What follows belongs to an exercise in optimizing a design on an open flow for small area, a short achievable clock period and few clock cycles; a production flow would make more cautious choices.
RTL that was checked went through simulation tests only; none was proved equivalent to the original.
Power figures rest on the tool's default switching activity, not on a simulated workload.

Setup of the reference run:
==> flow/design.v (excerpt) <==
module JAM (
    input CLK,
    input RST,
    output reg [2:0] W,
    output reg [2:0] J,
    input [6:0] Cost,
    output reg [3:0] MatchCount,
    output reg [9:0] MinCost,
    output reg Valid );
For scale: about 2100 cells after synthesis, ~30 I/O pins, about 22000 sq um of cells after synthesis.
clock: 6.0 ns
lec_check: 0
cap_margin: 20
core_margin: 2
core_utilization: 65
setup_slack_margin: 2.5
slew_margin: 20
run.sh (not shown) runs the stock make flow with config.mk's settings and CLKGATE_MAP_FILE= SYNTH_SCRIPT=/design/flow/synth_recipe.tcl, a recipe that flattens the netlist after the stock synthesis.
Testbench counts of the reference run, summed over its fixed seeds: cycles 7,032.
Modified inputs, the trial run compared to the reference run
Settings: an added ABC_AREA of 1.
==> run notes <==
Of the reference run and the trial run, the run reporting the higher cell area was the reference run. The reference run ended up with sky130_fd_sc_hd__fa_1 as its slowest cell on the critical path; the trial run ended up with sky130_fd_sc_hd__dfrtp_2. In the trial run the filler-free cell count of the finished design turned out 12% higher than in the reference run. When the final numbers for the reference run and the trial run were put side by side, the setup slack turned out to be greater in the trial run. Between the reference run and the trial run, the met1 routing resource usage after global routing is lower for the reference run. Going from the reference run to the trial run, synthesized area dropped about 1.2%, die area dropped 420 sq um, pin count of the biggest net entering global routing dropped about 50%, number of distinct standard cells referenced by the synthesized netlist dropped 32%.

Starting RTL as in the previous note.
// JAM
module JAM (
    input CLK,
    input RST,
    output reg [2:0] W,
    output reg [2:0] J,
    input [6:0] Cost,
    output reg [3:0] MatchCount,
    output reg [9:0] MinCost,
    output reg Valid );
==> flow/config.mk <==
export PLATFORM = sky130hd
export DESIGN_NAME = JAM
export DESIGN_NICKNAME = JAM
export VERILOG_FILES = /design/flow/design.v
export SDC_FILE = /design/flow/constraint.sdc
export NUM_CORES = 4
export LEC_CHECK = 0
export ABC_AREA = 1
export CAP_MARGIN = 20
export CORE_MARGIN = 2
export CORE_UTILIZATION = 65
export SETUP_SLACK_MARGIN = 2.8
export SLEW_MARGIN = 20
==> flow/constraint.sdc <==
create_clock -name core_clock -period 6.0 [get_ports {CLK}]
set_input_delay 1.2000 -clock core_clock [delete_from_list [all_inputs] [get_ports {CLK}]]
set_output_delay 1.2000 -clock core_clock [all_outputs]
set_load 0.01 [all_outputs]
The starting point finished with timing, DRC and antenna clean.
Testbench counts at the start, summed over its fixed seeds: cycles 7,032.
Next try:
--- a/flow/config.mk
+++ b/flow/config.mk
@@ -11,3 +11,3 @@
 export CORE_UTILIZATION = 65
-export SETUP_SLACK_MARGIN = 2.8
+export SETUP_SLACK_MARGIN = 2.0
 export SLEW_MARGIN = 20
=> The new run finished with timing, DRC and antenna clean; non-clock buffer count went down by 76; global-route usage went down by 0.29 points; via count went down by 3.5%; hold slack is about the same; power went up by 1.3%; clock-buffer cell count went down by 5.

JAM, a different RTL version from the one above (not shown whole).
Size: about 1600 cells after synthesis, roughly 30 I/O pins, about 19000 sq um of cells after synthesis.
Settings: LEC_CHECK=0, CAP_MARGIN=20, CORE_MARGIN=2, CORE_UTILIZATION=40, SLEW_MARGIN=20; clock period 6.0 ns.
The first run completed with no timing, DRC or antenna violations.
Edit:
--- a/flow/config.mk
+++ b/flow/config.mk
@@ -6,6 +6,8 @@
 export NUM_CORES = 4
 export LEC_CHECK = 0
+export ABC_CLOCK_PERIOD_IN_PS = 2500
 export CAP_MARGIN = 20
 export CORE_MARGIN = 2
 export CORE_UTILIZATION = 40
+export SETUP_SLACK_MARGIN = 3.5
 export SLEW_MARGIN = 20
The changed run finished clean. Clock-buffer cell count rose by 3. Utilization rose by 8.8 points. Sequential power stays flat. Critical path depth rose by 5. Clock power fell by about 2%. Total power rose by 0.95%. Die area does not change. Non-clock buffer count rose by 205. Final cell count rose by 10%. Worst setup slack improves by 900 ps.
No run of this note included a check of the RTL's function; only the layout flow was run.

Another version of the RTL of JAM (not shown whole).
For scale: roughly 2400 cells after synthesis, about 30 I/O pins, about 27000 µm² of cells after synthesis.
export LEC_CHECK = 0
export CAP_MARGIN = 20
export CORE_MARGIN = 2
export CORE_UTILIZATION = 65
export SLEW_MARGIN = 20
create_clock -name core_clock -period 6.0 [get_ports {CLK}]
Then changed:
- SETUP_SLACK_MARGIN: unset -> 1.0
Clock power grows by about 3%.
Synthesized area stays the same.
Cell count grows by 1.4%.
Total power grows by 1.6%.
Design area grows by 3.2%.
Worst hold slack hardly moves.
Critical path depth grows by 1.
No run of this note included a check of the RTL's function; only the layout flow was run.

==> what the ideal ports hide <==
No port has a modelled driver above. Below, the same layouts with a new extraction and two added sets of constraints.
Step 1 (the two cells are an assumption about what drives the block):
set clk [get_ports {CLK}]
set_driving_cell -lib_cell sky130_fd_sc_hd__clkbuf_16 $clk
set_driving_cell -lib_cell sky130_fd_sc_hd__buf_2 [delete_from_list [all_inputs] $clk]
Step 2, shift: input delay + t, output delay - t, t = (earliest + latest rising clock arrival at the registers) / 2. This alone moves slack from input paths to output paths.
a / b / c = ideal / step 1 / step 2; a / b = the first two.
| run | shift t [ns] | slack for setup (ns) | worst hold slack (ns) | worst register clock-pin slew, ns |
|---|---|---|---|---|
| the reference run | 0.635 | 2.582 / 2.582 / 2.085 | 0.325 / 0.325 / 0.325 | 0.07 / 0.07 |
| the trial run | 0.643 | 2.611 / 2.611 / 2.174 | 0.323 / 0.323 / 0.323 | 0.07 / 0.07 |
| the first run of note 2 | 0.635 | 2.676 / 2.676 / 2.339 | 0.322 / 0.322 / 0.322 | 0.07 / 0.07 |
| the second run of note 2 | 0.643 | 2.222 / 2.222 / 1.954 | 0.323 / 0.323 / 0.323 | 0.07 / 0.07 |
| the first run of note 3 | 0.629 | 0.926 / 0.926 / 0.751 | 0.325 / 0.325 / 0.325 | 0.06 / 0.06 |
| the second run of note 3 | 0.619 | 1.824 / 1.824 / 1.824 | 0.322 / 0.322 / 0.322 | 0.07 / 0.07 |
| the first run of note 4 | 0.666 | 0.386 / 0.386 / 0.153 | 0.324 / 0.324 / 0.324 | 0.07 / 0.07 |
| the second run of note 4 | 0.667 | 0.841 / 0.841 / 0.535 | 0.325 / 0.325 / 0.325 | 0.07 / 0.07 |
After both steps setup and hold are still met in every run listed. The setup slack of the reference run, which loses most, moves by 0.000 ns with the drivers and by -0.497 ns with both steps.
